Context: an optimization exercise on an open-source flow, tuned for small area, a short achievable clock period and few clock cycles per item. The choices shown serve that exercise and are no tape-out recipe.
In this exercise RTL edits were held to simulation tests only and were not proved equivalent to the original.

==> flow/design.v, too long to show whole: its modules and the start of the top module <==
// module geofence_sqrt: 53 lines
// module geofence_mul_a: 203 lines
// module geofence_mul_b: 185 lines
// module geofence: 220 lines
module geofence ( clk,reset,X,Y,R,valid,is_inside);
  // ...
==> flow/flow/run.sh <==
#!/bin/bash
# The standard layout (the standard.sh, unchanged synthesis and steps),
# with repair_timing asked for 16.3 ns of extra setup slack so that it works
# on the paths that set the achieved period. Same clock and constraints.
set -euo pipefail
bash standard.sh SETUP_SLACK_MARGIN=16.3 finish > flow_make.log 2>&1
==> flow/standard.sh <==
#!/bin/bash
# synth_recipe.tcl (not shown) runs the flow's synth.tcl, then flattens the netlist and writes it again
# the make line also repeats each setting of config.mk as NAME=value (left out here)
make -C /OpenROAD-flow-scripts/flow DESIGN_CONFIG=/design/flow/config.mk WORK_HOME=/design/flow/orfs CLKGATE_MAP_FILE= SYNTH_SCRIPT=/design/flow/synth_recipe.tcl "${@:-finish}"
==> flow/config.mk <==
export PLATFORM = sky130hd
export DESIGN_NAME = geofence
export DESIGN_NICKNAME = geofence
export VERILOG_FILES = /design/flow/design.v
export SDC_FILE = /design/flow/constraint.sdc
export NUM_CORES = 4
export LEC_CHECK = 0
export ABC_CLOCK_PERIOD_IN_PS = 6000
export CAP_MARGIN = 20
export CORE_MARGIN = 2
export CORE_UTILIZATION = 40
export CTS_CLUSTER_DIAMETER = 150
export CTS_CLUSTER_SIZE = 20
export SLEW_MARGIN = 20
==> flow/constraint.sdc <==
create_clock -name core_clock -period 22.0 [get_ports {clk}]
set_input_delay 4.4000 -clock core_clock [delete_from_list [all_inputs] [get_ports {clk}]]
set_output_delay 4.4000 -clock core_clock [all_outputs]
set_load 0.01 [all_outputs]
==> reports/summary.txt, run 1 <==
Max Freq: 179 MHz
run status: no timing/DRC/antenna violations
WHS Path Cells: 0
Top Metal Used: met4
drt drc: 0
Crit Reg-Reg Startpoint: cyc[1]$_DFF_PP0_
Final setup viols: 0
final setup TNS: 0 ps
period utilisation layout: 25.4%
sequential area share after synthesis: 28.3%
#FFs+latches synth: 527
NonClk Buf Share: 2.52%
post-cts sizing count: 62
Finished Layout Cells: 5,588
slew at the pin closest to its max-slew limit: 1110 ps
Placed Area: 39,700 µm²
Slowest cell on crit path: edfxtp_1
first-pass GRT wire length: 168 mm
max-slew violation count: 0
CP delay by family, top: flip-flops
# port buffers: 34
FF-to-FF setup slack: 16,490 ps
inverters: 455
CTS sink cnt: 527
Avg WL per Cell: 19.1 µm
skew final: 67.5 ps
M1 wire length: 48.6 mm
clk_buf instances: 39
Testbench counts, summed over its fixed seeds: cycles 86,392, objects 2,400.
==> module geofence, before the edit <==
module geofence ( clk,reset,X,Y,R,valid,is_inside);
input clk;
input reset;
input [9:0] X;
input [9:0] Y;
input [10:0] R;
output valid;
output is_inside;
reg [5:0] cyc;
reg valid_r, isin_r;
reg [1:0] opm;    
reg       npm;    
reg [2:0] npa, npb;
reg       sq;     
reg [2:0] nre;    
reg       ce;     
reg [2:0] ci, cj;
reg       acc;    
localparam LAST = 6'd35;
always @(*) begin
    opm = 2'd0; sq = 1'b0; acc = 1'b0; ce = 1'b0; ci = 3'd0; cj = 3'd0;
    npm = 1'b0; npa = 3'd0; npb = 3'd0; nre = 3'd0;
    case (cyc)
    6'd0: begin opm = 2'd0; sq = 1'b0; acc = 1'b0; ce = 1'b0; ci = 3'd0; cj = 3'd0; npm = 1'b0; npa = 3'd0; npb = 3'd0; nre = 3'd0; end
    6'd1: begin opm = 2'd0; sq = 1'b0; acc = 1'b0; ce = 1'b0; ci = 3'd0; cj = 3'd0; npm = 1'b0; npa = 3'd0; npb = 3'd0; nre = 3'd0; end
    6'd2: begin opm = 2'd0; sq = 1'b0; acc = 1'b0; ce = 1'b0; ci = 3'd0; cj = 3'd0; npm = 1'b0; npa = 3'd4; npb = 3'd5; nre = 3'd0; end
    6'd3: begin opm = 2'd0; sq = 1'b0; acc = 1'b0; ce = 1'b0; ci = 3'd0; cj = 3'd0; npm = 1'b0; npa = 3'd3; npb = 3'd5; nre = 3'd0; end
    6'd4: begin opm = 2'd0; sq = 1'b0; acc = 1'b0; ce = 1'b0; ci = 3'd0; cj = 3'd0; npm = 1'b0; npa = 3'd3; npb = 3'd4; nre = 3'd0; end
    6'd5: begin opm = 2'd0; sq = 1'b0; acc = 1'b0; ce = 1'b1; ci = 3'd2; cj = 3'd3; npm = 1'b0; npa = 3'd1; npb = 3'd4; nre = 3'd0; end
    6'd6: begin opm = 2'd0; sq = 1'b0; acc = 1'b0; ce = 1'b1; ci = 3'd1; cj = 3'd3; npm = 1'b0; npa = 3'd1; npb = 3'd3; nre = 3'd0; end
    6'd7: begin opm = 2'd0; sq = 1'b0; acc = 1'b0; ce = 1'b1; ci = 3'd1; cj = 3'd2; npm = 1'b0; npa = 3'd1; npb = 3'd2; nre = 3'd0; end
    6'd8: begin opm = 2'd0; sq = 1'b0; acc = 1'b0; ce = 1'b1; ci = 3'd5; cj = 3'd2; npm = 1'b0; npa = 3'd4; npb = 3'd2; nre = 3'd0; end
    6'd9: begin opm = 2'd0; sq = 1'b0; acc = 1'b0; ce = 1'b1; ci = 3'd5; cj = 3'd1; npm = 1'b0; npa = 3'd4; npb = 3'd1; nre = 3'd0; end
    6'd10: begin opm = 2'd0; sq = 1'b0; acc = 1'b0; ce = 1'b1; ci = 3'd5; cj = 3'd0; npm = 1'b0; npa = 3'd4; npb = 3'd0; nre = 3'd0; end
    6'd11: begin opm = 2'd0; sq = 1'b0; acc = 1'b0; ce = 1'b1; ci = 3'd2; cj = 3'd0; npm = 1'b0; npa = 3'd4; npb = 3'd5; nre = 3'd0; end
    6'd12: begin opm = 2'd0; sq = 1'b0; acc = 1'b0; ce = 1'b1; ci = 3'd2; cj = 3'd5; npm = 1'b0; npa = 3'd0; npb = 3'd0; nre = 3'd0; end
    6'd13: begin opm = 2'd0; sq = 1'b0; acc = 1'b0; ce = 1'b1; ci = 3'd2; cj = 3'd4; npm = 1'b0; npa = 3'd0; npb = 3'd0; nre = 3'd0; end
    6'd14: begin opm = 2'd0; sq = 1'b0; acc = 1'b0; ce = 1'b1; ci = 3'd2; cj = 3'd3; npm = 1'b1; npa = 3'd0; npb = 3'd0; nre = 3'd0; end
    6'd15: begin opm = 2'd1; sq = 1'b0; acc = 1'b0; ce = 1'b0; ci = 3'd0; cj = 3'd0; npm = 1'b1; npa = 3'd1; npb = 3'd0; nre = 3'd0; end
    6'd16: begin opm = 2'd1; sq = 1'b0; acc = 1'b0; ce = 1'b0; ci = 3'd0; cj = 3'd0; npm = 1'b1; npa = 3'd2; npb = 3'd0; nre = 3'd0; end
    6'd17: begin opm = 2'd1; sq = 1'b0; acc = 1'b0; ce = 1'b0; ci = 3'd0; cj = 3'd0; npm = 1'b1; npa = 3'd3; npb = 3'd0; nre = 3'd0; end
    6'd18: begin opm = 2'd1; sq = 1'b0; acc = 1'b0; ce = 1'b0; ci = 3'd0; cj = 3'd0; npm = 1'b1; npa = 3'd4; npb = 3'd0; nre = 3'd0; end
    6'd19: begin opm = 2'd1; sq = 1'b0; acc = 1'b0; ce = 1'b0; ci = 3'd0; cj = 3'd0; npm = 1'b1; npa = 3'd5; npb = 3'd0; nre = 3'd0; end
    6'd20: begin opm = 2'd1; sq = 1'b0; acc = 1'b0; ce = 1'b0; ci = 3'd0; cj = 3'd0; npm = 1'b0; npa = 3'd0; npb = 3'd0; nre = 3'd0; end
    6'd21: begin opm = 2'd2; sq = 1'b0; acc = 1'b0; ce = 1'b0; ci = 3'd0; cj = 3'd0; npm = 1'b0; npa = 3'd0; npb = 3'd0; nre = 3'd1; end
    6'd22: begin opm = 2'd2; sq = 1'b0; acc = 1'b0; ce = 1'b0; ci = 3'd0; cj = 3'd0; npm = 1'b0; npa = 3'd0; npb = 3'd0; nre = 3'd2; end
    6'd23: begin opm = 2'd2; sq = 1'b1; acc = 1'b0; ce = 1'b0; ci = 3'd0; cj = 3'd0; npm = 1'b0; npa = 3'd0; npb = 3'd0; nre = 3'd3; end
    6'd24: begin opm = 2'd2; sq = 1'b1; acc = 1'b0; ce = 1'b0; ci = 3'd0; cj = 3'd0; npm = 1'b0; npa = 3'd0; npb = 3'd0; nre = 3'd4; end
    6'd25: begin opm = 2'd2; sq = 1'b1; acc = 1'b0; ce = 1'b0; ci = 3'd0; cj = 3'd0; npm = 1'b0; npa = 3'd0; npb = 3'd0; nre = 3'd5; end
    6'd26: begin opm = 2'd2; sq = 1'b1; acc = 1'b0; ce = 1'b0; ci = 3'd0; cj = 3'd0; npm = 1'b1; npa = 3'd0; npb = 3'd0; nre = 3'd0; end
    6'd27: begin opm = 2'd3; sq = 1'b1; acc = 1'b0; ce = 1'b0; ci = 3'd0; cj = 3'd0; npm = 1'b1; npa = 3'd1; npb = 3'd0; nre = 3'd0; end
    6'd28: begin opm = 2'd3; sq = 1'b1; acc = 1'b0; ce = 1'b0; ci = 3'd0; cj = 3'd0; npm = 1'b1; npa = 3'd2; npb = 3'd0; nre = 3'd0; end
    6'd29: begin opm = 2'd3; sq = 1'b0; acc = 1'b1; ce = 1'b0; ci = 3'd0; cj = 3'd0; npm = 1'b1; npa = 3'd3; npb = 3'd0; nre = 3'd0; end
    6'd30: begin opm = 2'd3; sq = 1'b0; acc = 1'b1; ce = 1'b0; ci = 3'd0; cj = 3'd0; npm = 1'b1; npa = 3'd4; npb = 3'd0; nre = 3'd0; end
    6'd31: begin opm = 2'd3; sq = 1'b0; acc = 1'b1; ce = 1'b0; ci = 3'd0; cj = 3'd0; npm = 1'b1; npa = 3'd5; npb = 3'd0; nre = 3'd0; end
    6'd32: begin opm = 2'd3; sq = 1'b0; acc = 1'b1; ce = 1'b0; ci = 3'd0; cj = 3'd0; npm = 1'b0; npa = 3'd0; npb = 3'd0; nre = 3'd0; end
    6'd33: begin opm = 2'd0; sq = 1'b0; acc = 1'b1; ce = 1'b0; ci = 3'd0; cj = 3'd0; npm = 1'b0; npa = 3'd0; npb = 3'd0; nre = 3'd0; end
    6'd34: begin opm = 2'd0; sq = 1'b0; acc = 1'b1; ce = 1'b0; ci = 3'd0; cj = 3'd0; npm = 1'b0; npa = 3'd0; npb = 3'd0; nre = 3'd0; end
    6'd35: begin opm = 2'd0; sq = 1'b0; acc = 1'b0; ce = 1'b0; ci = 3'd0; cj = 3'd0; npm = 1'b0; npa = 3'd0; npb = 3'd0; nre = 3'd0; end
    default: ;
    endcase
end
always @(posedge clk, posedge reset) begin
    if (reset) begin
        cyc <= 6'd0;
        valid_r <= 1'b0;
    end else begin
        cyc <= (cyc == LAST) ? 6'd0 : cyc + 6'd1;
        valid_r <= (cyc == LAST - 6'd1);
    end
end
assign valid = valid_r;
assign is_inside = isin_r;
reg [30:0] ring [0:5];
reg [2:0]  pos [0:5];
reg [2:0]  posn [0:5];    
reg [9:0]  x0, y0;        
integer n;
always @(posedge clk) begin
    for (n = 0; n < 5; n = n + 1) begin
        ring[n] <= ring[n+1];
        pos[n] <= posn[n+1];
    end
    ring[5] <= (cyc < 6'd6) ? {X, Y, R} : ring[0];
    pos[5] <= (cyc < 6'd6) ? {2'b00, cyc != 6'd0} : posn[0];
    if (cyc == 6'd0) begin
        x0 <= X;
        y0 <= Y;
    end
end
reg [5:0] na, nb, nra, nrb;    
reg [5:0] sa, sb, sra, srb;
reg [2:0] npb1, nre1;
integer m;
always @(*) begin
    npb1 = (npa == 3'd5) ? 3'd0 : npa + 3'd1;
    nre1 = (nre == 3'd5) ? 3'd0 : nre + 3'd1;
    for (m = 0; m < 6; m = m + 1) begin
        if (!npm) begin
            na[m] = (npa == m);
            nb[m] = (npb == m);
        end else begin
            na[m] = (posn[(m + 1) % 6] == npa);
            nb[m] = (posn[(m + 1) % 6] == npb1);
        end
        nra[m] = (posn[(m + 1) % 6] == nre);
        nrb[m] = (posn[(m + 1) % 6] == nre1);
    end
end
always @(posedge clk) begin
    sa <= na;
    sb <= nb;
    sra <= nra;
    srb <= nrb;
end
reg [9:0]  xa, ya, xb, yb;
reg [10:0] ra, rb;
always @(*) begin
    xa = 10'd0; ya = 10'd0; ra = 11'd0; xb = 10'd0; yb = 10'd0; rb = 11'd0;
    for (m = 0; m < 6; m = m + 1) begin
        xa = xa | (ring[m][30:21] & {10{sa[m]}});
        ya = ya | (ring[m][20:11] & {10{sa[m]}});
        ra = ra | (ring[m][10:0]  & {11{sra[m]}});
        xb = xb | (ring[m][30:21] & {10{sb[m]}});
        yb = yb | (ring[m][20:11] & {10{sb[m]}});
        rb = rb | (ring[m][10:0]  & {11{srb[m]}});
    end
end
wire [10:0] sqo;             
wire [9:0]  sqo1;            
wire [11:0] rsum;            
wire [11:0] rdif;            
wire [10:0] as = sqo;        
reg  [21:0] p1, p2;          
reg         g1, g2;          
reg         gp1, gp2;        
assign rsum = ra + rb;
assign rdif = ra - rb;
reg [13:0] u1p, u1q, u2p, u2q, u3p, u3q, u4p, u4q;
reg        sb1, sb2, sb3, sb4, hv;
always @(*) begin
    sb1 = 1'b1; sb2 = 1'b1; sb3 = 1'b1; sb4 = 1'b1; hv = 1'b0;
    case (opm)
    2'd0: begin  
        u1p = xa;  u1q = x0;
        u2p = yb;  u2q = y0;
        u3p = ya;  u3q = y0;
        u4p = xb;  u4q = x0;
    end
    2'd1: begin  
        u1p = xa;  u1q = xb;
        u2p = xa;  u2q = xb;
        u3p = ya;  u3q = yb;
        u4p = yb;  u4q = ya;
    end
    2'd2: begin  
        hv = 1'b1;
        u1p = as;   u1q = rsum; sb1 = 1'b0;
        u2p = as;   u2q = {{2{rdif[11]}}, rdif};
        u3p = as;   u3q = {{2{rdif[11]}}, rdif}; sb3 = 1'b0;
        u4p = rsum; u4q = as;
    end
    default: begin  
        u1p = sqo; u1q = 14'd0;
        u2p = sqo1; u2q = 14'd0;
        u3p = xa;  u3q = xb; sb3 = 1'b0;
        u4p = yb;  u4q = ya;
    end
    endcase
end
function [12:0] opu;    
    input [13:0] p, q;
    input        sub, h;
    reg [13:0] x, y;
    begin
        x = sub ? p - q : p + q;
        y = h ? {x[13], x[13:1]} : x;
        opu = {y[13], (y[13] ? -y[11:0] : y[11:0])};
    end
endfunction
wire [12:0] d1 = opu(u1p, u1q, sb1, hv);
wire [12:0] d2 = opu(u2p, u2q, sb2, hv);
wire [12:0] d3 = opu(u3p, u3q, sb3, hv);
wire [12:0] d4 = opu(u4p, u4q, sb4, hv);
reg [11:0] o1;
reg [10:0] o2, o3, o4;
wire [22:0] m12;
wire [21:0] m34;
geofence_mul_a U_M1 (.a(o1), .b(o2), .y(m12));
geofence_mul_b U_M2 (.a(o3), .b(o4), .y(m34));
always @(posedge clk) begin
    o1 <= d1[11:0]; o2 <= d2[10:0]; o3 <= d3[10:0]; o4 <= d4[10:0];
    g1 <= d1[12] ^ d2[12];
    g2 <= d3[12] ^ d4[12];
    p1 <= m12[21:0];
    p2 <= m34;
    gp1 <= g1;
    gp2 <= g2;
end
wire p2gt = p2 > p1;
wire ccw = gp2 ? (gp1 ? p2gt : 1'b1) : (gp1 ? 1'b0 : !p2gt);
always @(*) begin
    for (m = 0; m < 6; m = m + 1)
        posn[m] = pos[m] + {2'b00, ce && (ccw ? (cj == m) : (ci == m))};
end
wire [21:0] sqi = sq ? p1 : p1 + p2;
geofence_sqrt #(.NS(11), .CUT(11'b001_0100_1000)) U_SQ (.clk(clk), .a(sqi), .root(sqo));
geofence_sqrt #(.NS(10), .CUT(10'b00_1010_1000)) U_SQ1 (.clk(clk), .a(p2[19:0]), .root(sqo1));
reg  [24:0] dacc;
wire [24:0] dadd = {2'b00, p1, 1'b0} + (gp2 ? {3'b000, p2} : ~{3'b000, p2}) + {24'd0, ~gp2};
wire [24:0] dnew = dacc + dadd;
always @(posedge clk) begin
    if (cyc == 6'd0)
        dacc <= 25'd0;
    else if (acc)
        dacc <= dnew;
    if (cyc == LAST - 6'd1)
        isin_r <= dnew[24] || (dnew == 25'd0);
end
endmodule
==> run 2: changes to the inputs <==
--- a/flow/design.v
+++ b/flow/design.v
@@ -458,46 +458,46 @@
 reg [2:0] ci, cj;
 reg       acc;    
 localparam LAST = 6'd35;
-always @(*) begin
-    opm = 2'd0; sq = 1'b0; acc = 1'b0; ce = 1'b0; ci = 3'd0; cj = 3'd0;
-    npm = 1'b0; npa = 3'd0; npb = 3'd0; nre = 3'd0;
+always @(posedge clk) begin
+    opm <= 2'd0; sq <= 1'b0; acc <= 1'b0; ce <= 1'b0; ci <= 3'd0; cj <= 3'd0;
+    npm <= 1'b0; npa <= 3'd0; npb <= 3'd0; nre <= 3'd0;
     case (cyc)
-    6'd0: begin opm = 2'd0; sq = 1'b0; acc = 1'b0; ce = 1'b0; ci = 3'd0; cj = 3'd0; npm = 1'b0; npa = 3'd0; npb = 3'd0; nre = 3'd0; end
-    6'd1: begin opm = 2'd0; sq = 1'b0; acc = 1'b0; ce = 1'b0; ci = 3'd0; cj = 3'd0; npm = 1'b0; npa = 3'd0; npb = 3'd0; nre = 3'd0; end
-    6'd2: begin opm = 2'd0; sq = 1'b0; acc = 1'b0; ce = 1'b0; ci = 3'd0; cj = 3'd0; npm = 1'b0; npa = 3'd4; npb = 3'd5; nre = 3'd0; end
-    6'd3: begin opm = 2'd0; sq = 1'b0; acc = 1'b0; ce = 1'b0; ci = 3'd0; cj = 3'd0; npm = 1'b0; npa = 3'd3; npb = 3'd5; nre = 3'd0; end
-    6'd4: begin opm = 2'd0; sq = 1'b0; acc = 1'b0; ce = 1'b0; ci = 3'd0; cj = 3'd0; npm = 1'b0; npa = 3'd3; npb = 3'd4; nre = 3'd0; end
-    6'd5: begin opm = 2'd0; sq = 1'b0; acc = 1'b0; ce = 1'b1; ci = 3'd2; cj = 3'd3; npm = 1'b0; npa = 3'd1; npb = 3'd4; nre = 3'd0; end
-    6'd6: begin opm = 2'd0; sq = 1'b0; acc = 1'b0; ce = 1'b1; ci = 3'd1; cj = 3'd3; npm = 1'b0; npa = 3'd1; npb = 3'd3; nre = 3'd0; end
-    6'd7: begin opm = 2'd0; sq = 1'b0; acc = 1'b0; ce = 1'b1; ci = 3'd1; cj = 3'd2; npm = 1'b0; npa = 3'd1; npb = 3'd2; nre = 3'd0; end
-    6'd8: begin opm = 2'd0; sq = 1'b0; acc = 1'b0; ce = 1'b1; ci = 3'd5; cj = 3'd2; npm = 1'b0; npa = 3'd4; npb = 3'd2; nre = 3'd0; end
-    6'd9: begin opm = 2'd0; sq = 1'b0; acc = 1'b0; ce = 1'b1; ci = 3'd5; cj = 3'd1; npm = 1'b0; npa = 3'd4; npb = 3'd1; nre = 3'd0; end
-    6'd10: begin opm = 2'd0; sq = 1'b0; acc = 1'b0; ce = 1'b1; ci = 3'd5; cj = 3'd0; npm = 1'b0; npa = 3'd4; npb = 3'd0; nre = 3'd0; end
-    6'd11: begin opm = 2'd0; sq = 1'b0; acc = 1'b0; ce = 1'b1; ci = 3'd2; cj = 3'd0; npm = 1'b0; npa = 3'd4; npb = 3'd5; nre = 3'd0; end
-    6'd12: begin opm = 2'd0; sq = 1'b0; acc = 1'b0; ce = 1'b1; ci = 3'd2; cj = 3'd5; npm = 1'b0; npa = 3'd0; npb = 3'd0; nre = 3'd0; end
-    6'd13: begin opm = 2'd0; sq = 1'b0; acc = 1'b0; ce = 1'b1; ci = 3'd2; cj = 3'd4; npm = 1'b0; npa = 3'd0; npb = 3'd0; nre = 3'd0; end
-    6'd14: begin opm = 2'd0; sq = 1'b0; acc = 1'b0; ce = 1'b1; ci = 3'd2; cj = 3'd3; npm = 1'b1; npa = 3'd0; npb = 3'd0; nre = 3'd0; end
-    6'd15: begin opm = 2'd1; sq = 1'b0; acc = 1'b0; ce = 1'b0; ci = 3'd0; cj = 3'd0; npm = 1'b1; npa = 3'd1; npb = 3'd0; nre = 3'd0; end
-    6'd16: begin opm = 2'd1; sq = 1'b0; acc = 1'b0; ce = 1'b0; ci = 3'd0; cj = 3'd0; npm = 1'b1; npa = 3'd2; npb = 3'd0; nre = 3'd0; end
-    6'd17: begin opm = 2'd1; sq = 1'b0; acc = 1'b0; ce = 1'b0; ci = 3'd0; cj = 3'd0; npm = 1'b1; npa = 3'd3; npb = 3'd0; nre = 3'd0; end
-    6'd18: begin opm = 2'd1; sq = 1'b0; acc = 1'b0; ce = 1'b0; ci = 3'd0; cj = 3'd0; npm = 1'b1; npa = 3'd4; npb = 3'd0; nre = 3'd0; end
-    6'd19: begin opm = 2'd1; sq = 1'b0; acc = 1'b0; ce = 1'b0; ci = 3'd0; cj = 3'd0; npm = 1'b1; npa = 3'd5; npb = 3'd0; nre = 3'd0; end
-    6'd20: begin opm = 2'd1; sq = 1'b0; acc = 1'b0; ce = 1'b0; ci = 3'd0; cj = 3'd0; npm = 1'b0; npa = 3'd0; npb = 3'd0; nre = 3'd0; end
-    6'd21: begin opm = 2'd2; sq = 1'b0; acc = 1'b0; ce = 1'b0; ci = 3'd0; cj = 3'd0; npm = 1'b0; npa = 3'd0; npb = 3'd0; nre = 3'd1; end
-    6'd22: begin opm = 2'd2; sq = 1'b0; acc = 1'b0; ce = 1'b0; ci = 3'd0; cj = 3'd0; npm = 1'b0; npa = 3'd0; npb = 3'd0; nre = 3'd2; end
-    6'd23: begin opm = 2'd2; sq = 1'b1; acc = 1'b0; ce = 1'b0; ci = 3'd0; cj = 3'd0; npm = 1'b0; npa = 3'd0; npb = 3'd0; nre = 3'd3; end
-    6'd24: begin opm = 2'd2; sq = 1'b1; acc = 1'b0; ce = 1'b0; ci = 3'd0; cj = 3'd0; npm = 1'b0; npa = 3'd0; npb = 3'd0; nre = 3'd4; end
-    6'd25: begin opm = 2'd2; sq = 1'b1; acc = 1'b0; ce = 1'b0; ci = 3'd0; cj = 3'd0; npm = 1'b0; npa = 3'd0; npb = 3'd0; nre = 3'd5; end
-    6'd26: begin opm = 2'd2; sq = 1'b1; acc = 1'b0; ce = 1'b0; ci = 3'd0; cj = 3'd0; npm = 1'b1; npa = 3'd0; npb = 3'd0; nre = 3'd0; end
-    6'd27: begin opm = 2'd3; sq = 1'b1; acc = 1'b0; ce = 1'b0; ci = 3'd0; cj = 3'd0; npm = 1'b1; npa = 3'd1; npb = 3'd0; nre = 3'd0; end
-    6'd28: begin opm = 2'd3; sq = 1'b1; acc = 1'b0; ce = 1'b0; ci = 3'd0; cj = 3'd0; npm = 1'b1; npa = 3'd2; npb = 3'd0; nre = 3'd0; end
-    6'd29: begin opm = 2'd3; sq = 1'b0; acc = 1'b1; ce = 1'b0; ci = 3'd0; cj = 3'd0; npm = 1'b1; npa = 3'd3; npb = 3'd0; nre = 3'd0; end
-    6'd30: begin opm = 2'd3; sq = 1'b0; acc = 1'b1; ce = 1'b0; ci = 3'd0; cj = 3'd0; npm = 1'b1; npa = 3'd4; npb = 3'd0; nre = 3'd0; end
-    6'd31: begin opm = 2'd3; sq = 1'b0; acc = 1'b1; ce = 1'b0; ci = 3'd0; cj = 3'd0; npm = 1'b1; npa = 3'd5; npb = 3'd0; nre = 3'd0; end
-    6'd32: begin opm = 2'd3; sq = 1'b0; acc = 1'b1; ce = 1'b0; ci = 3'd0; cj = 3'd0; npm = 1'b0; npa = 3'd0; npb = 3'd0; nre = 3'd0; end
-    6'd33: begin opm = 2'd0; sq = 1'b0; acc = 1'b1; ce = 1'b0; ci = 3'd0; cj = 3'd0; npm = 1'b0; npa = 3'd0; npb = 3'd0; nre = 3'd0; end
-    6'd34: begin opm = 2'd0; sq = 1'b0; acc = 1'b1; ce = 1'b0; ci = 3'd0; cj = 3'd0; npm = 1'b0; npa = 3'd0; npb = 3'd0; nre = 3'd0; end
-    6'd35: begin opm = 2'd0; sq = 1'b0; acc = 1'b0; ce = 1'b0; ci = 3'd0; cj = 3'd0; npm = 1'b0; npa = 3'd0; npb = 3'd0; nre = 3'd0; end
+    6'd0: begin opm <= 2'd0; sq <= 1'b0; acc <= 1'b0; ce <= 1'b0; ci <= 3'd0; cj <= 3'd0; npm <= 1'b0; npa <= 3'd0; npb <= 3'd0; nre <= 3'd0; end
+    6'd1: begin opm <= 2'd0; sq <= 1'b0; acc <= 1'b0; ce <= 1'b0; ci <= 3'd0; cj <= 3'd0; npm <= 1'b0; npa <= 3'd4; npb <= 3'd5; nre <= 3'd0; end
+    6'd2: begin opm <= 2'd0; sq <= 1'b0; acc <= 1'b0; ce <= 1'b0; ci <= 3'd0; cj <= 3'd0; npm <= 1'b0; npa <= 3'd3; npb <= 3'd5; nre <= 3'd0; end
+    6'd3: begin opm <= 2'd0; sq <= 1'b0; acc <= 1'b0; ce <= 1'b0; ci <= 3'd0; cj <= 3'd0; npm <= 1'b0; npa <= 3'd3; npb <= 3'd4; nre <= 3'd0; end
+    6'd4: begin opm <= 2'd0; sq <= 1'b0; acc <= 1'b0; ce <= 1'b1; ci <= 3'd2; cj <= 3'd3; npm <= 1'b0; npa <= 3'd1; npb <= 3'd4; nre <= 3'd0; end
+    6'd5: begin opm <= 2'd0; sq <= 1'b0; acc <= 1'b0; ce <= 1'b1; ci <= 3'd1; cj <= 3'd3; npm <= 1'b0; npa <= 3'd1; npb <= 3'd3; nre <= 3'd0; end
+    6'd6: begin opm <= 2'd0; sq <= 1'b0; acc <= 1'b0; ce <= 1'b1; ci <= 3'd1; cj <= 3'd2; npm <= 1'b0; npa <= 3'd1; npb <= 3'd2; nre <= 3'd0; end
+    6'd7: begin opm <= 2'd0; sq <= 1'b0; acc <= 1'b0; ce <= 1'b1; ci <= 3'd5; cj <= 3'd2; npm <= 1'b0; npa <= 3'd4; npb <= 3'd2; nre <= 3'd0; end
+    6'd8: begin opm <= 2'd0; sq <= 1'b0; acc <= 1'b0; ce <= 1'b1; ci <= 3'd5; cj <= 3'd1; npm <= 1'b0; npa <= 3'd4; npb <= 3'd1; nre <= 3'd0; end
+    6'd9: begin opm <= 2'd0; sq <= 1'b0; acc <= 1'b0; ce <= 1'b1; ci <= 3'd5; cj <= 3'd0; npm <= 1'b0; npa <= 3'd4; npb <= 3'd0; nre <= 3'd0; end
+    6'd10: begin opm <= 2'd0; sq <= 1'b0; acc <= 1'b0; ce <= 1'b1; ci <= 3'd2; cj <= 3'd0; npm <= 1'b0; npa <= 3'd4; npb <= 3'd5; nre <= 3'd0; end
+    6'd11: begin opm <= 2'd0; sq <= 1'b0; acc <= 1'b0; ce <= 1'b1; ci <= 3'd2; cj <= 3'd5; npm <= 1'b0; npa <= 3'd0; npb <= 3'd0; nre <= 3'd0; end
+    6'd12: begin opm <= 2'd0; sq <= 1'b0; acc <= 1'b0; ce <= 1'b1; ci <= 3'd2; cj <= 3'd4; npm <= 1'b0; npa <= 3'd0; npb <= 3'd0; nre <= 3'd0; end
+    6'd13: begin opm <= 2'd0; sq <= 1'b0; acc <= 1'b0; ce <= 1'b1; ci <= 3'd2; cj <= 3'd3; npm <= 1'b1; npa <= 3'd0; npb <= 3'd0; nre <= 3'd0; end
+    6'd14: begin opm <= 2'd1; sq <= 1'b0; acc <= 1'b0; ce <= 1'b0; ci <= 3'd0; cj <= 3'd0; npm <= 1'b1; npa <= 3'd1; npb <= 3'd0; nre <= 3'd0; end
+    6'd15: begin opm <= 2'd1; sq <= 1'b0; acc <= 1'b0; ce <= 1'b0; ci <= 3'd0; cj <= 3'd0; npm <= 1'b1; npa <= 3'd2; npb <= 3'd0; nre <= 3'd0; end
+    6'd16: begin opm <= 2'd1; sq <= 1'b0; acc <= 1'b0; ce <= 1'b0; ci <= 3'd0; cj <= 3'd0; npm <= 1'b1; npa <= 3'd3; npb <= 3'd0; nre <= 3'd0; end
+    6'd17: begin opm <= 2'd1; sq <= 1'b0; acc <= 1'b0; ce <= 1'b0; ci <= 3'd0; cj <= 3'd0; npm <= 1'b1; npa <= 3'd4; npb <= 3'd0; nre <= 3'd0; end
+    6'd18: begin opm <= 2'd1; sq <= 1'b0; acc <= 1'b0; ce <= 1'b0; ci <= 3'd0; cj <= 3'd0; npm <= 1'b1; npa <= 3'd5; npb <= 3'd0; nre <= 3'd0; end
+    6'd19: begin opm <= 2'd1; sq <= 1'b0; acc <= 1'b0; ce <= 1'b0; ci <= 3'd0; cj <= 3'd0; npm <= 1'b0; npa <= 3'd0; npb <= 3'd0; nre <= 3'd0; end
+    6'd20: begin opm <= 2'd2; sq <= 1'b0; acc <= 1'b0; ce <= 1'b0; ci <= 3'd0; cj <= 3'd0; npm <= 1'b0; npa <= 3'd0; npb <= 3'd0; nre <= 3'd1; end
+    6'd21: begin opm <= 2'd2; sq <= 1'b0; acc <= 1'b0; ce <= 1'b0; ci <= 3'd0; cj <= 3'd0; npm <= 1'b0; npa <= 3'd0; npb <= 3'd0; nre <= 3'd2; end
+    6'd22: begin opm <= 2'd2; sq <= 1'b1; acc <= 1'b0; ce <= 1'b0; ci <= 3'd0; cj <= 3'd0; npm <= 1'b0; npa <= 3'd0; npb <= 3'd0; nre <= 3'd3; end
+    6'd23: begin opm <= 2'd2; sq <= 1'b1; acc <= 1'b0; ce <= 1'b0; ci <= 3'd0; cj <= 3'd0; npm <= 1'b0; npa <= 3'd0; npb <= 3'd0; nre <= 3'd4; end
+    6'd24: begin opm <= 2'd2; sq <= 1'b1; acc <= 1'b0; ce <= 1'b0; ci <= 3'd0; cj <= 3'd0; npm <= 1'b0; npa <= 3'd0; npb <= 3'd0; nre <= 3'd5; end
+    6'd25: begin opm <= 2'd2; sq <= 1'b1; acc <= 1'b0; ce <= 1'b0; ci <= 3'd0; cj <= 3'd0; npm <= 1'b1; npa <= 3'd0; npb <= 3'd0; nre <= 3'd0; end
+    6'd26: begin opm <= 2'd3; sq <= 1'b1; acc <= 1'b0; ce <= 1'b0; ci <= 3'd0; cj <= 3'd0; npm <= 1'b1; npa <= 3'd1; npb <= 3'd0; nre <= 3'd0; end
+    6'd27: begin opm <= 2'd3; sq <= 1'b1; acc <= 1'b0; ce <= 1'b0; ci <= 3'd0; cj <= 3'd0; npm <= 1'b1; npa <= 3'd2; npb <= 3'd0; nre <= 3'd0; end
+    6'd28: begin opm <= 2'd3; sq <= 1'b0; acc <= 1'b1; ce <= 1'b0; ci <= 3'd0; cj <= 3'd0; npm <= 1'b1; npa <= 3'd3; npb <= 3'd0; nre <= 3'd0; end
+    6'd29: begin opm <= 2'd3; sq <= 1'b0; acc <= 1'b1; ce <= 1'b0; ci <= 3'd0; cj <= 3'd0; npm <= 1'b1; npa <= 3'd4; npb <= 3'd0; nre <= 3'd0; end
+    6'd30: begin opm <= 2'd3; sq <= 1'b0; acc <= 1'b1; ce <= 1'b0; ci <= 3'd0; cj <= 3'd0; npm <= 1'b1; npa <= 3'd5; npb <= 3'd0; nre <= 3'd0; end
+    6'd31: begin opm <= 2'd3; sq <= 1'b0; acc <= 1'b1; ce <= 1'b0; ci <= 3'd0; cj <= 3'd0; npm <= 1'b0; npa <= 3'd0; npb <= 3'd0; nre <= 3'd0; end
+    6'd32: begin opm <= 2'd0; sq <= 1'b0; acc <= 1'b1; ce <= 1'b0; ci <= 3'd0; cj <= 3'd0; npm <= 1'b0; npa <= 3'd0; npb <= 3'd0; nre <= 3'd0; end
+    6'd33: begin opm <= 2'd0; sq <= 1'b0; acc <= 1'b1; ce <= 1'b0; ci <= 3'd0; cj <= 3'd0; npm <= 1'b0; npa <= 3'd0; npb <= 3'd0; nre <= 3'd0; end
+    6'd34: begin opm <= 2'd0; sq <= 1'b0; acc <= 1'b0; ce <= 1'b0; ci <= 3'd0; cj <= 3'd0; npm <= 1'b0; npa <= 3'd0; npb <= 3'd0; nre <= 3'd0; end
+    6'd35: begin opm <= 2'd0; sq <= 1'b0; acc <= 1'b0; ce <= 1'b0; ci <= 3'd0; cj <= 3'd0; npm <= 1'b0; npa <= 3'd0; npb <= 3'd0; nre <= 3'd0; end
     default: ;
     endcase
 end
==> reports/summary.txt, run 2 <==
XOR/XNOR Fraction of Synth Area: 6.49%
Worst EP arrival: 6340 ps
setup ws final: 16,150 ps
Post-Synth Adder-Cell Area: 21.2%
crit path time final: 5850 ps
sequential area share after synthesis: 28.8% (+0.57 points)
commonest non-fill, non-tap cells in the layout: dfxtp_1 (489), inv_1 (458), ha_1 (320)
Worst EP required: 22,490 ps
share of layout cells above drive strength 1: 8.24%
CTS buffer count: 34
post-DP HPWL: 80.6 mm
#FFs+latches synth: 548 (+4.0%)
EDFF count, synth: 21
Synth cell types: 82
crit path kind: reg2reg
via/cell ratio: 5.46
unrepaired setup endpoints after global routing: yes
top flop regs: ring (186), U_SQ.st.n.c.a_r (26), dacc (25)
# fillers: 9,429
CTS sink cnt: 548 (+4.0%)
CP Buf/Inv Count: 3
Compound-Gate Fraction of Synth Area: 16.7%
startpoint class of the critical path: flip-flop
post-synthesis mux area share: 4.37%
largest family of logic cells by synthesized area: adder cells
fin nets: 4,942
period utilisation layout: 26.6% (+1.2 points)
max FFs per register: 186
run status: no timing/DRC/antenna violations
Syn Inst Count: 4,415
die height: 316 µm
core area: 96,600 µm²
Finished Layout Cells: 5,659 (+1.3%)
CTS root buffer: clkbuf_16
final setup TNS: 0 ps (unchanged)
WHS Path Cells: 0 (unchanged)
clock latency on the worst-skew pair: 620 ps
Placement Setup Slack: 15,490 ps
post-synthesis simple-gate area fraction: 16.0%
# port buffers: 34 (unchanged)
Commonest cells post-synth: dfxtp_1 (520), inv_1 (465), ha_1 (339)
dominant cells by area after synthesis: dfxtp_1 (27%), ha_1 (11%), fa_1 (10%)
Hold Fails Final Rpt: 0
R2R depth: 27
CP Capture Type: flip-flop
M1 wire length: 46.7 mm (-3.9%)
Core Rows: 114
initial antenna violation count: 9
Top Metal Used: met5
Top reg by flops: ring
met2 WL: 50.3 mm
slew at the pin closest to its max-slew limit: 1050 ps (-59.7 ps)
dpl cells: 5,562
post-synth top area cell: dfxtp_1
Hold WC Path Type: reg2reg
final WL: 106 mm
Slowest cell on crit path: a2111o_1
full die area: 99,700 µm²
largest net degree at the start of global routing: 82
commonest non-fill, non-tap cell in the layout: dfxtp_1
routed via count: 30,896
CP delay by family, top: compound AO/OA/AOI/OAI gates
relative slew slack: 29.6%
DR WL met3: 6.02 mm
Starting Density: 40.3%
drt pass-1 iters: 6
ant diodes: 0
Die W: 316 µm
drt drc: 0 (unchanged)
syn avg cell area: 8.81 µm²
global route overflow: 0
Placer Congestion: 0.928
Iteration-0 DRC Markers: 2,293
Yosys Warn Count: 6
largest fanout on the critical path: 4
Mapped Nets: 4,987
H-Tree Depth: 2
Top-Level Pins: 35
Max-cap violations: 0
clk buf depth: 3
critical path depth: 27
Async SR Flop Fraction: 1.28%
vias in the first global route: 30,117
All-Layer GR Usage: 20.9%
Antenna Nets Post-Route: 0
synthesized cell area: 38,900 µm²
skew final: 51.3 ps (-16.2 ps)
post-synth top area share: 26.8%
Clock transition at path regs: 90 ps
first-pass GRT wire length: 165 mm (-1.9%)
Avg WL per Cell: 18.8 µm (-1.4%)
crit-path max cell delay: 470 ps
Max Freq: 171 MHz (-4.5%)
max-slew violation count: 0 (unchanged)
Hold Slack: 331 ps
Layout area overhead: 9.32%
CTS tree: done
Synth Flop Type: dfxtp_1
Final setup viols: 0 (unchanged)
top-count cell post-synth: dfxtp_1
run 2: metal layers:
metal | vias to the layer above | track usage [%]
li1 | 15005 | -
met1 | 14823 | 27.3
met2 | 862 | 35.5
met3 | 198 | 3.34
met4 | 8 | 6.59
met5 | - | 0
run 2: cell families after synthesis:
logic type | after synthesis
AND/OR/NAND/NOR | 1241
AO/OA/AOI/OAI | 992
buffers and inverters | 662
flip-flops | 548
adder cells (fa/ha/maj) | 539
XOR/XNOR | 288
multiplexers | 145
run 2: worst paths after layout:
| kind | startpoint | to | slack (ps) |
|---|---|---|---|
| hold / removal | U_SQ1.st[7].n.c.a_r[2]$_DFF_P_ | U_SQ1.st[9].n.c.a_r[2]$_DFF_P_ | 330 |
| setup reg to reg | p2[0]$_DFF_P_ | U_SQ.st[5].n.c.r_r[3]$_DFF_P_ | 16150 |
| min in group asynchronous | reset | cyc[5]$_DFF_PP0_ | 4030 |
| max in group asynchronous | reset | cyc[3]$_DFF_PP0_ | 17730 |
| hold reg to reg | U_SQ1.st[7].n.c.a_r[2]$_DFF_P_ | U_SQ1.st[9].n.c.a_r[2]$_DFF_P_ | 330 |
| setup / recovery | p2[0]$_DFF_P_ | U_SQ.st[5].n.c.r_r[3]$_DFF_P_ | 16150 |
run 2: final cells by class:
class	count	area, µm²	area share, %
Clock buffer	43	895	2.10
Multi-Input combinational cell	3205	25900	60.9
Tap cell	1276	1600	3.76
Timing Repair Buffer	109	948	2.23
Clock inverter	6	96.3	0.227
Sequential cell	548	11300	26.6
Inverter	472	1770	4.17
run 2: through the flow:
stage	util (%)	cell area [µm²]
final	44.0	42500
after global routing	44.0	42500
after floorplan	-	39000
after detailed placement	41.9	40400
after global placement	41.9	40400
after CTS	43.3	41900
run 2: what timing repair did:
action                                  4_1_cts  5_1_grt
hold buffers                                  0        0
gates cloned                                  0        1
buffers inserted                             19       28
endpoints found under the setup margin       32       49
pin swaps                                    13       24
gates resized for setup                      78      102
run 2: worst register-to-register path, delay by kind of cell, from the launching register on:
kind                       cells  cell delay [ps]
muxes                          3              630
and+or+nand+nor                6             1350
DFF                            1              370
buffers and inverters          3              160
xor gates and xnor gates       1              250
adders and majority gates      5             1090
AOI/OAI and AO/OA              9             1880
Testbench counts of run 2, summed over its fixed seeds: cycles 86,392, objects 2,400.
==> run 3: changes to the inputs <==
--- a/flow/design.v
+++ b/flow/design.v
@@ -450,6 +450,7 @@
 reg [5:0] cyc;
 reg valid_r, isin_r;
 reg [1:0] opm;    
+reg [1:0] nopm;   
 reg       npm;    
 reg [2:0] npa, npb;
 reg       sq;     
@@ -458,46 +459,46 @@
 reg [2:0] ci, cj;
 reg       acc;    
 localparam LAST = 6'd35;
-always @(posedge clk) begin
-    opm <= 2'd0; sq <= 1'b0; acc <= 1'b0; ce <= 1'b0; ci <= 3'd0; cj <= 3'd0;
-    npm <= 1'b0; npa <= 3'd0; npb <= 3'd0; nre <= 3'd0;
+always @(*) begin
+    sq = 1'b0; acc = 1'b0; ce = 1'b0; ci = 3'd0; cj = 3'd0;
+    npm = 1'b0; npa = 3'd0; npb = 3'd0; nre = 3'd0; nopm = 2'd0;
     case (cyc)
-    6'd0: begin opm <= 2'd0; sq <= 1'b0; acc <= 1'b0; ce <= 1'b0; ci <= 3'd0; cj <= 3'd0; npm <= 1'b0; npa <= 3'd0; npb <= 3'd0; nre <= 3'd0; end
-    6'd1: begin opm <= 2'd0; sq <= 1'b0; acc <= 1'b0; ce <= 1'b0; ci <= 3'd0; cj <= 3'd0; npm <= 1'b0; npa <= 3'd4; npb <= 3'd5; nre <= 3'd0; end
-    6'd2: begin opm <= 2'd0; sq <= 1'b0; acc <= 1'b0; ce <= 1'b0; ci <= 3'd0; cj <= 3'd0; npm <= 1'b0; npa <= 3'd3; npb <= 3'd5; nre <= 3'd0; end
-    6'd3: begin opm <= 2'd0; sq <= 1'b0; acc <= 1'b0; ce <= 1'b0; ci <= 3'd0; cj <= 3'd0; npm <= 1'b0; npa <= 3'd3; npb <= 3'd4; nre <= 3'd0; end
-    6'd4: begin opm <= 2'd0; sq <= 1'b0; acc <= 1'b0; ce <= 1'b1; ci <= 3'd2; cj <= 3'd3; npm <= 1'b0; npa <= 3'd1; npb <= 3'd4; nre <= 3'd0; end
-    6'd5: begin opm <= 2'd0; sq <= 1'b0; acc <= 1'b0; ce <= 1'b1; ci <= 3'd1; cj <= 3'd3; npm <= 1'b0; npa <= 3'd1; npb <= 3'd3; nre <= 3'd0; end
-    6'd6: begin opm <= 2'd0; sq <= 1'b0; acc <= 1'b0; ce <= 1'b1; ci <= 3'd1; cj <= 3'd2; npm <= 1'b0; npa <= 3'd1; npb <= 3'd2; nre <= 3'd0; end
-    6'd7: begin opm <= 2'd0; sq <= 1'b0; acc <= 1'b0; ce <= 1'b1; ci <= 3'd5; cj <= 3'd2; npm <= 1'b0; npa <= 3'd4; npb <= 3'd2; nre <= 3'd0; end
-    6'd8: begin opm <= 2'd0; sq <= 1'b0; acc <= 1'b0; ce <= 1'b1; ci <= 3'd5; cj <= 3'd1; npm <= 1'b0; npa <= 3'd4; npb <= 3'd1; nre <= 3'd0; end
-    6'd9: begin opm <= 2'd0; sq <= 1'b0; acc <= 1'b0; ce <= 1'b1; ci <= 3'd5; cj <= 3'd0; npm <= 1'b0; npa <= 3'd4; npb <= 3'd0; nre <= 3'd0; end
-    6'd10: begin opm <= 2'd0; sq <= 1'b0; acc <= 1'b0; ce <= 1'b1; ci <= 3'd2; cj <= 3'd0; npm <= 1'b0; npa <= 3'd4; npb <= 3'd5; nre <= 3'd0; end
-    6'd11: begin opm <= 2'd0; sq <= 1'b0; acc <= 1'b0; ce <= 1'b1; ci <= 3'd2; cj <= 3'd5; npm <= 1'b0; npa <= 3'd0; npb <= 3'd0; nre <= 3'd0; end
-    6'd12: begin opm <= 2'd0; sq <= 1'b0; acc <= 1'b0; ce <= 1'b1; ci <= 3'd2; cj <= 3'd4; npm <= 1'b0; npa <= 3'd0; npb <= 3'd0; nre <= 3'd0; end
-    6'd13: begin opm <= 2'd0; sq <= 1'b0; acc <= 1'b0; ce <= 1'b1; ci <= 3'd2; cj <= 3'd3; npm <= 1'b1; npa <= 3'd0; npb <= 3'd0; nre <= 3'd0; end
-    6'd14: begin opm <= 2'd1; sq <= 1'b0; acc <= 1'b0; ce <= 1'b0; ci <= 3'd0; cj <= 3'd0; npm <= 1'b1; npa <= 3'd1; npb <= 3'd0; nre <= 3'd0; end
-    6'd15: begin opm <= 2'd1; sq <= 1'b0; acc <= 1'b0; ce <= 1'b0; ci <= 3'd0; cj <= 3'd0; npm <= 1'b1; npa <= 3'd2; npb <= 3'd0; nre <= 3'd0; end
-    6'd16: begin opm <= 2'd1; sq <= 1'b0; acc <= 1'b0; ce <= 1'b0; ci <= 3'd0; cj <= 3'd0; npm <= 1'b1; npa <= 3'd3; npb <= 3'd0; nre <= 3'd0; end
-    6'd17: begin opm <= 2'd1; sq <= 1'b0; acc <= 1'b0; ce <= 1'b0; ci <= 3'd0; cj <= 3'd0; npm <= 1'b1; npa <= 3'd4; npb <= 3'd0; nre <= 3'd0; end
-    6'd18: begin opm <= 2'd1; sq <= 1'b0; acc <= 1'b0; ce <= 1'b0; ci <= 3'd0; cj <= 3'd0; npm <= 1'b1; npa <= 3'd5; npb <= 3'd0; nre <= 3'd0; end
-    6'd19: begin opm <= 2'd1; sq <= 1'b0; acc <= 1'b0; ce <= 1'b0; ci <= 3'd0; cj <= 3'd0; npm <= 1'b0; npa <= 3'd0; npb <= 3'd0; nre <= 3'd0; end
-    6'd20: begin opm <= 2'd2; sq <= 1'b0; acc <= 1'b0; ce <= 1'b0; ci <= 3'd0; cj <= 3'd0; npm <= 1'b0; npa <= 3'd0; npb <= 3'd0; nre <= 3'd1; end
-    6'd21: begin opm <= 2'd2; sq <= 1'b0; acc <= 1'b0; ce <= 1'b0; ci <= 3'd0; cj <= 3'd0; npm <= 1'b0; npa <= 3'd0; npb <= 3'd0; nre <= 3'd2; end
-    6'd22: begin opm <= 2'd2; sq <= 1'b1; acc <= 1'b0; ce <= 1'b0; ci <= 3'd0; cj <= 3'd0; npm <= 1'b0; npa <= 3'd0; npb <= 3'd0; nre <= 3'd3; end
-    6'd23: begin opm <= 2'd2; sq <= 1'b1; acc <= 1'b0; ce <= 1'b0; ci <= 3'd0; cj <= 3'd0; npm <= 1'b0; npa <= 3'd0; npb <= 3'd0; nre <= 3'd4; end
-    6'd24: begin opm <= 2'd2; sq <= 1'b1; acc <= 1'b0; ce <= 1'b0; ci <= 3'd0; cj <= 3'd0; npm <= 1'b0; npa <= 3'd0; npb <= 3'd0; nre <= 3'd5; end
-    6'd25: begin opm <= 2'd2; sq <= 1'b1; acc <= 1'b0; ce <= 1'b0; ci <= 3'd0; cj <= 3'd0; npm <= 1'b1; npa <= 3'd0; npb <= 3'd0; nre <= 3'd0; end
-    6'd26: begin opm <= 2'd3; sq <= 1'b1; acc <= 1'b0; ce <= 1'b0; ci <= 3'd0; cj <= 3'd0; npm <= 1'b1; npa <= 3'd1; npb <= 3'd0; nre <= 3'd0; end
-    6'd27: begin opm <= 2'd3; sq <= 1'b1; acc <= 1'b0; ce <= 1'b0; ci <= 3'd0; cj <= 3'd0; npm <= 1'b1; npa <= 3'd2; npb <= 3'd0; nre <= 3'd0; end
-    6'd28: begin opm <= 2'd3; sq <= 1'b0; acc <= 1'b1; ce <= 1'b0; ci <= 3'd0; cj <= 3'd0; npm <= 1'b1; npa <= 3'd3; npb <= 3'd0; nre <= 3'd0; end
-    6'd29: begin opm <= 2'd3; sq <= 1'b0; acc <= 1'b1; ce <= 1'b0; ci <= 3'd0; cj <= 3'd0; npm <= 1'b1; npa <= 3'd4; npb <= 3'd0; nre <= 3'd0; end
-    6'd30: begin opm <= 2'd3; sq <= 1'b0; acc <= 1'b1; ce <= 1'b0; ci <= 3'd0; cj <= 3'd0; npm <= 1'b1; npa <= 3'd5; npb <= 3'd0; nre <= 3'd0; end
-    6'd31: begin opm <= 2'd3; sq <= 1'b0; acc <= 1'b1; ce <= 1'b0; ci <= 3'd0; cj <= 3'd0; npm <= 1'b0; npa <= 3'd0; npb <= 3'd0; nre <= 3'd0; end
-    6'd32: begin opm <= 2'd0; sq <= 1'b0; acc <= 1'b1; ce <= 1'b0; ci <= 3'd0; cj <= 3'd0; npm <= 1'b0; npa <= 3'd0; npb <= 3'd0; nre <= 3'd0; end
-    6'd33: begin opm <= 2'd0; sq <= 1'b0; acc <= 1'b1; ce <= 1'b0; ci <= 3'd0; cj <= 3'd0; npm <= 1'b0; npa <= 3'd0; npb <= 3'd0; nre <= 3'd0; end
-    6'd34: begin opm <= 2'd0; sq <= 1'b0; acc <= 1'b0; ce <= 1'b0; ci <= 3'd0; cj <= 3'd0; npm <= 1'b0; npa <= 3'd0; npb <= 3'd0; nre <= 3'd0; end
-    6'd35: begin opm <= 2'd0; sq <= 1'b0; acc <= 1'b0; ce <= 1'b0; ci <= 3'd0; cj <= 3'd0; npm <= 1'b0; npa <= 3'd0; npb <= 3'd0; nre <= 3'd0; end
+    6'd0: begin sq = 1'b0; acc = 1'b0; ce = 1'b0; ci = 3'd0; cj = 3'd0; npm = 1'b0; npa = 3'd0; npb = 3'd0; nre = 3'd0; nopm = 2'd0; end
+    6'd1: begin sq = 1'b0; acc = 1'b0; ce = 1'b0; ci = 3'd0; cj = 3'd0; npm = 1'b0; npa = 3'd0; npb = 3'd0; nre = 3'd0; nopm = 2'd0; end
+    6'd2: begin sq = 1'b0; acc = 1'b0; ce = 1'b0; ci = 3'd0; cj = 3'd0; npm = 1'b0; npa = 3'd4; npb = 3'd5; nre = 3'd0; nopm = 2'd0; end
+    6'd3: begin sq = 1'b0; acc = 1'b0; ce = 1'b0; ci = 3'd0; cj = 3'd0; npm = 1'b0; npa = 3'd3; npb = 3'd5; nre = 3'd0; nopm = 2'd0; end
+    6'd4: begin sq = 1'b0; acc = 1'b0; ce = 1'b0; ci = 3'd0; cj = 3'd0; npm = 1'b0; npa = 3'd3; npb = 3'd4; nre = 3'd0; nopm = 2'd0; end
+    6'd5: begin sq = 1'b0; acc = 1'b0; ce = 1'b1; ci = 3'd2; cj = 3'd3; npm = 1'b0; npa = 3'd1; npb = 3'd4; nre = 3'd0; nopm = 2'd0; end
+    6'd6: begin sq = 1'b0; acc = 1'b0; ce = 1'b1; ci = 3'd1; cj = 3'd3; npm = 1'b0; npa = 3'd1; npb = 3'd3; nre = 3'd0; nopm = 2'd0; end
+    6'd7: begin sq = 1'b0; acc = 1'b0; ce = 1'b1; ci = 3'd1; cj = 3'd2; npm = 1'b0; npa = 3'd1; npb = 3'd2; nre = 3'd0; nopm = 2'd0; end
+    6'd8: begin sq = 1'b0; acc = 1'b0; ce = 1'b1; ci = 3'd5; cj = 3'd2; npm = 1'b0; npa = 3'd4; npb = 3'd2; nre = 3'd0; nopm = 2'd0; end
+    6'd9: begin sq = 1'b0; acc = 1'b0; ce = 1'b1; ci = 3'd5; cj = 3'd1; npm = 1'b0; npa = 3'd4; npb = 3'd1; nre = 3'd0; nopm = 2'd0; end
+    6'd10: begin sq = 1'b0; acc = 1'b0; ce = 1'b1; ci = 3'd5; cj = 3'd0; npm = 1'b0; npa = 3'd4; npb = 3'd0; nre = 3'd0; nopm = 2'd0; end
+    6'd11: begin sq = 1'b0; acc = 1'b0; ce = 1'b1; ci = 3'd2; cj = 3'd0; npm = 1'b0; npa = 3'd4; npb = 3'd5; nre = 3'd0; nopm = 2'd0; end
+    6'd12: begin sq = 1'b0; acc = 1'b0; ce = 1'b1; ci = 3'd2; cj = 3'd5; npm = 1'b0; npa = 3'd0; npb = 3'd0; nre = 3'd0; nopm = 2'd0; end
+    6'd13: begin sq = 1'b0; acc = 1'b0; ce = 1'b1; ci = 3'd2; cj = 3'd4; npm = 1'b0; npa = 3'd0; npb = 3'd0; nre = 3'd0; nopm = 2'd0; end
+    6'd14: begin sq = 1'b0; acc = 1'b0; ce = 1'b1; ci = 3'd2; cj = 3'd3; npm = 1'b1; npa = 3'd0; npb = 3'd0; nre = 3'd0; nopm = 2'd1; end
+    6'd15: begin sq = 1'b0; acc = 1'b0; ce = 1'b0; ci = 3'd0; cj = 3'd0; npm = 1'b1; npa = 3'd1; npb = 3'd0; nre = 3'd0; nopm = 2'd1; end
+    6'd16: begin sq = 1'b0; acc = 1'b0; ce = 1'b0; ci = 3'd0; cj = 3'd0; npm = 1'b1; npa = 3'd2; npb = 3'd0; nre = 3'd0; nopm = 2'd1; end
+    6'd17: begin sq = 1'b0; acc = 1'b0; ce = 1'b0; ci = 3'd0; cj = 3'd0; npm = 1'b1; npa = 3'd3; npb = 3'd0; nre = 3'd0; nopm = 2'd1; end
+    6'd18: begin sq = 1'b0; acc = 1'b0; ce = 1'b0; ci = 3'd0; cj = 3'd0; npm = 1'b1; npa = 3'd4; npb = 3'd0; nre = 3'd0; nopm = 2'd1; end
+    6'd19: begin sq = 1'b0; acc = 1'b0; ce = 1'b0; ci = 3'd0; cj = 3'd0; npm = 1'b1; npa = 3'd5; npb = 3'd0; nre = 3'd0; nopm = 2'd1; end
+    6'd20: begin sq = 1'b0; acc = 1'b0; ce = 1'b0; ci = 3'd0; cj = 3'd0; npm = 1'b0; npa = 3'd0; npb = 3'd0; nre = 3'd0; nopm = 2'd2; end
+    6'd21: begin sq = 1'b0; acc = 1'b0; ce = 1'b0; ci = 3'd0; cj = 3'd0; npm = 1'b0; npa = 3'd0; npb = 3'd0; nre = 3'd1; nopm = 2'd2; end
+    6'd22: begin sq = 1'b0; acc = 1'b0; ce = 1'b0; ci = 3'd0; cj = 3'd0; npm = 1'b0; npa = 3'd0; npb = 3'd0; nre = 3'd2; nopm = 2'd2; end
+    6'd23: begin sq = 1'b1; acc = 1'b0; ce = 1'b0; ci = 3'd0; cj = 3'd0; npm = 1'b0; npa = 3'd0; npb = 3'd0; nre = 3'd3; nopm = 2'd2; end
+    6'd24: begin sq = 1'b1; acc = 1'b0; ce = 1'b0; ci = 3'd0; cj = 3'd0; npm = 1'b0; npa = 3'd0; npb = 3'd0; nre = 3'd4; nopm = 2'd2; end
+    6'd25: begin sq = 1'b1; acc = 1'b0; ce = 1'b0; ci = 3'd0; cj = 3'd0; npm = 1'b0; npa = 3'd0; npb = 3'd0; nre = 3'd5; nopm = 2'd2; end
+    6'd26: begin sq = 1'b1; acc = 1'b0; ce = 1'b0; ci = 3'd0; cj = 3'd0; npm = 1'b1; npa = 3'd0; npb = 3'd0; nre = 3'd0; nopm = 2'd3; end
+    6'd27: begin sq = 1'b1; acc = 1'b0; ce = 1'b0; ci = 3'd0; cj = 3'd0; npm = 1'b1; npa = 3'd1; npb = 3'd0; nre = 3'd0; nopm = 2'd3; end
+    6'd28: begin sq = 1'b1; acc = 1'b0; ce = 1'b0; ci = 3'd0; cj = 3'd0; npm = 1'b1; npa = 3'd2; npb = 3'd0; nre = 3'd0; nopm = 2'd3; end
+    6'd29: begin sq = 1'b0; acc = 1'b1; ce = 1'b0; ci = 3'd0; cj = 3'd0; npm = 1'b1; npa = 3'd3; npb = 3'd0; nre = 3'd0; nopm = 2'd3; end
+    6'd30: begin sq = 1'b0; acc = 1'b1; ce = 1'b0; ci = 3'd0; cj = 3'd0; npm = 1'b1; npa = 3'd4; npb = 3'd0; nre = 3'd0; nopm = 2'd3; end
+    6'd31: begin sq = 1'b0; acc = 1'b1; ce = 1'b0; ci = 3'd0; cj = 3'd0; npm = 1'b1; npa = 3'd5; npb = 3'd0; nre = 3'd0; nopm = 2'd3; end
+    6'd32: begin sq = 1'b0; acc = 1'b1; ce = 1'b0; ci = 3'd0; cj = 3'd0; npm = 1'b0; npa = 3'd0; npb = 3'd0; nre = 3'd0; nopm = 2'd0; end
+    6'd33: begin sq = 1'b0; acc = 1'b1; ce = 1'b0; ci = 3'd0; cj = 3'd0; npm = 1'b0; npa = 3'd0; npb = 3'd0; nre = 3'd0; nopm = 2'd0; end
+    6'd34: begin sq = 1'b0; acc = 1'b1; ce = 1'b0; ci = 3'd0; cj = 3'd0; npm = 1'b0; npa = 3'd0; npb = 3'd0; nre = 3'd0; nopm = 2'd0; end
+    6'd35: begin sq = 1'b0; acc = 1'b0; ce = 1'b0; ci = 3'd0; cj = 3'd0; npm = 1'b0; npa = 3'd0; npb = 3'd0; nre = 3'd0; nopm = 2'd0; end
     default: ;
     endcase
 end
@@ -549,6 +550,7 @@
     end
 end
 always @(posedge clk) begin
+    opm <= nopm;
     sa <= na;
     sb <= nb;
     sra <= nra;
==> reports/summary.txt, run 3 <==
Slowest cell on crit path: edfxtp_1
Clock transition at path regs: 90 ps (about the same)
Max Freq: 178 MHz (+3.9%)
drt drc: 0 (unchanged)
global route overflow: 0 (unchanged)
All-Layer GR Usage: 21.1% (+0.13 points)
crit-path cells: buf_2
top-count cell post-synth: dfxtp_1
Hold Slack: 331 ps (+0.0870 ps)
met2 WL: 47.4 mm (-5.8%)
DR WL met3: 5.52 mm (-8.3%)
Top-Level Pins: 35 (unchanged)
largest net degree at the start of global routing: 59 (-28%)
syn avg cell area: 8.81 µm² (about the same)
commonest non-fill, non-tap cells in the layout: dfxtp_1 (464), inv_1 (451), ha_1 (329)
largest fanout on the critical path: 1 (-3)
H-Tree Depth: 1 (-1)
first-pass GRT wire length: 166 mm (+0.23%)
Hold Buf Count CTS: 0 (unchanged)
run status: no timing/DRC/antenna violations
Synth Flop Type: dfxtp_1
vias in the first global route: 29,253 (-2.9%)
WHS Path Cells: 0 (unchanged)
CP Buf/Inv Count: 1 (-2)
Mapped Nets: 4,912 (-1.5%)
CTS root buffer: clkbuf_16
M1 wire length: 49.8 mm (+6.7%)
crit path kind: reg2out
setup ws final: 16,370 ps (+221 ps)
initial antenna violation count: 1 (-8)
drt pass-1 iters: 6 (unchanged)
clock latency on the worst-skew pair: 670 ps (+50 ps)
# fillers: 9,393 (-0.38%)
core area: 94,700 µm² (-1.9%)
Synth cell types: 98 (+20%)
post-synth top area share: 26.3% (-0.48 points)
#FFs+latches synth: 529 (-3.5%)
Core Rows: 113 (-0.88%)
Syn Inst Count: 4,331 (-1.9%)
CTS tree: done
post-synth top area cell: dfxtp_1
Top Metal Used: met4
max FFs per register: 186 (unchanged)
commonest non-fill, non-tap cell in the layout: dfxtp_1
Iteration-0 DRC Markers: 2,713 (+18%)
final setup TNS: 0 ps (unchanged)
Worst EP required: 17,600 ps (-4890 ps)
Hold WC Path Type: reg2reg
top flop regs: ring (186), U_SQ.st.n.c.a_r (26), dacc (25)
fin nets: 4,877 (-1.3%)
Placer Congestion: 0.915 (-1.4%)
CTS buffer count: 30 (-12%)
period utilisation layout: 25.6% (-1.0 points)
full die area: 97,900 µm² (-1.9%)
Hold Fails Final Rpt: 0 (unchanged)
crit-path max cell delay: 430 ps (-40 ps)
relative slew slack: 28.1% (-1.4 points)
startpoint class of the critical path: flip-flop
unrepaired setup endpoints after global routing: yes
final WL: 105 mm (-1.2%)
via/cell ratio: 5.41 (-0.95%)
CP delay by family, top: flip-flops
EDFF count, synth: 21 (unchanged)
CTS sink cnt: 529 (-3.5%)
share of layout cells above drive strength 1: 7.92% (-0.32 points)
critical path depth: 1 (-96%)
crit path time final: 5630 ps (-221 ps)
Worst EP arrival: 1230 ps (-5110 ps)
Placement Setup Slack: 15,570 ps (+73.4 ps)
Top reg by flops: ring
slew at the pin closest to its max-slew limit: 1070 ps (+25.5 ps)
# port buffers: 34 (unchanged)
synthesized cell area: 38,100 µm² (-1.9%)
Commonest cells post-synth: dfxtp_1 (501), inv_1 (456), ha_1 (348)
Yosys Warn Count: 6 (unchanged)
Die W: 313 µm (-0.95%)
FF-to-FF setup slack: 16,390 ps (+240 ps)
Final setup viols: 0 (unchanged)
post-DP HPWL: 79.9 mm (-0.86%)
routed via count: 30,122 (-2.5%)
die height: 313 µm (-0.95%)
dominant cells by area after synthesis: dfxtp_1 (26%), ha_1 (11%), fa_1 (10%)
clk buf depth: 3 (unchanged)
CP Capture Type: output port
ant diodes: 0 (unchanged)
Async SR Flop Fraction: 1.32% (+0.046 points)
Starting Density: 40.3% (about the same)
max-slew violation count: 0 (unchanged)
skew final: 47.4 ps (-3.92 ps)
Layout area overhead: 8.58%
Max-cap violations: 0 (unchanged)
sequential area share after synthesis: 28.4% (-0.44 points)
R2R depth: 27 (unchanged)
Avg WL per Cell: 18.9 µm (+0.39%)
Antenna Nets Post-Route: 0 (unchanged)
[run 3: cell types whose count changed after synthesis, moves of 16 or more]
cell / previous run / this run
dfxtp_1: 520 / 501
nor2b_1: 51 / 35
mux2i_1: 72 / 50
a21oi_1: 229 / 285
o21ai_0: 183 / 159
clkbuf_1: 166 / 142
xnor2_1: 178 / 202
[run 3: repair_timing]
item	CTS	global route
endpoints found under the setup margin	15	48
setup buffers	16	28
pin swaps	11	32
gates resized for setup	53	116
[run 3: logic make-up (layout without fill, tap and decap cells)]
logic type	after synthesis	after routing	synth area share [%]
xor+xnor	308	308	7.07
compound gates	992	992	17.0
mux	124	124	3.83
flops	529	529	28.4
buf+inv	636	610	6.29
fa+ha+maj	548	548	21.9
simple gates	1194	1194	15.4
[run 3: final timing paths]
path	from	end
min in group asynchronous	reset	valid_r$_DFF_PP0_
min reg2reg	U_SQ1.st[7].n.c.a_r[3]$_DFF_P_	U_SQ1.st[9].n.c.a_r[3]$_DFF_P_
max in group asynchronous	reset	cyc[0]$_DFF_PP0_
max reg2reg	p2[1]$_DFF_P_	U_SQ.st[5].n.c.r_r[3]$_DFF_P_
min	U_SQ1.st[7].n.c.a_r[3]$_DFF_P_	U_SQ1.st[9].n.c.a_r[3]$_DFF_P_
max	isin_r$_DFFE_PP_	is_inside
[run 3: through the flow]
step | utilization [%] | instances | cell area (µm²)
floorplan | - | 4331 | 38100
global placement | 41.9 | 5485 | 39700
detailed placement | 41.9 | 5485 | 39700
CTS | 43.1 | 5542 | 40800
global route | 43.7 | 5570 | 41400
finish | 43.7 | 5570 | 41400
[run 3: area by class of cell]
class | count | area, µm² | share of cell area, %
timing repair buffer | 107 | 920 | 2.22
tap | 1265 | 1580 | 3.82
inverter | 462 | 1740 | 4.20
clock inverter | 2 | 46.3 | 0.112
clock buffer | 39 | 785 | 1.89
sequential | 529 | 10900 | 26.3
multi-input combinational | 3166 | 25400 | 61.4
[run 3: metal layers]
layer | vias up | GRT usage, %
met5 | - | 0
met4 | 0 | 4.58
met3 | 123 | 1.95
met2 | 830 | 34.0
met1 | 14464 | 30.5
li1 | 14705 | -
Testbench counts of run 3, summed over its fixed seeds: cycles 86,392, objects 2,400.

[port drivers added, routing unchanged]
How much do the figures lean on ideal ports? The routed layouts below were timed once more, with nothing changed but the port constraints. Step 1, drivers: a clkbuf_16 drives clk and a buf_2 each remaining input, both assumed. Step 2, shift: input delay + t, output delay - t, t = (earliest + latest rising clock arrival at the registers) / 2. This alone moves slack from input paths to output paths. Three values: ideal ports, drivers, drivers and shift; two values: the first two.
run	shift t [ns]	slack for setup (ns)	hold WS [ns]	worst setup path at the end	slew at the worst register clock pin (ns)
run 1	0.693	16.417 / 16.355 / 16.491	0.331 / 0.331 / 0.331	register to register	0.10 / 0.10
run 2	0.655	16.152 / 16.152 / 16.152	0.331 / 0.331 / 0.331	register to register	0.09 / 0.09
run 3	0.709	16.373 / 16.308 / 16.387	0.331 / 0.331 / 0.331	register to register	0.10 / 0.10
After both steps setup and hold are still met in every run listed.
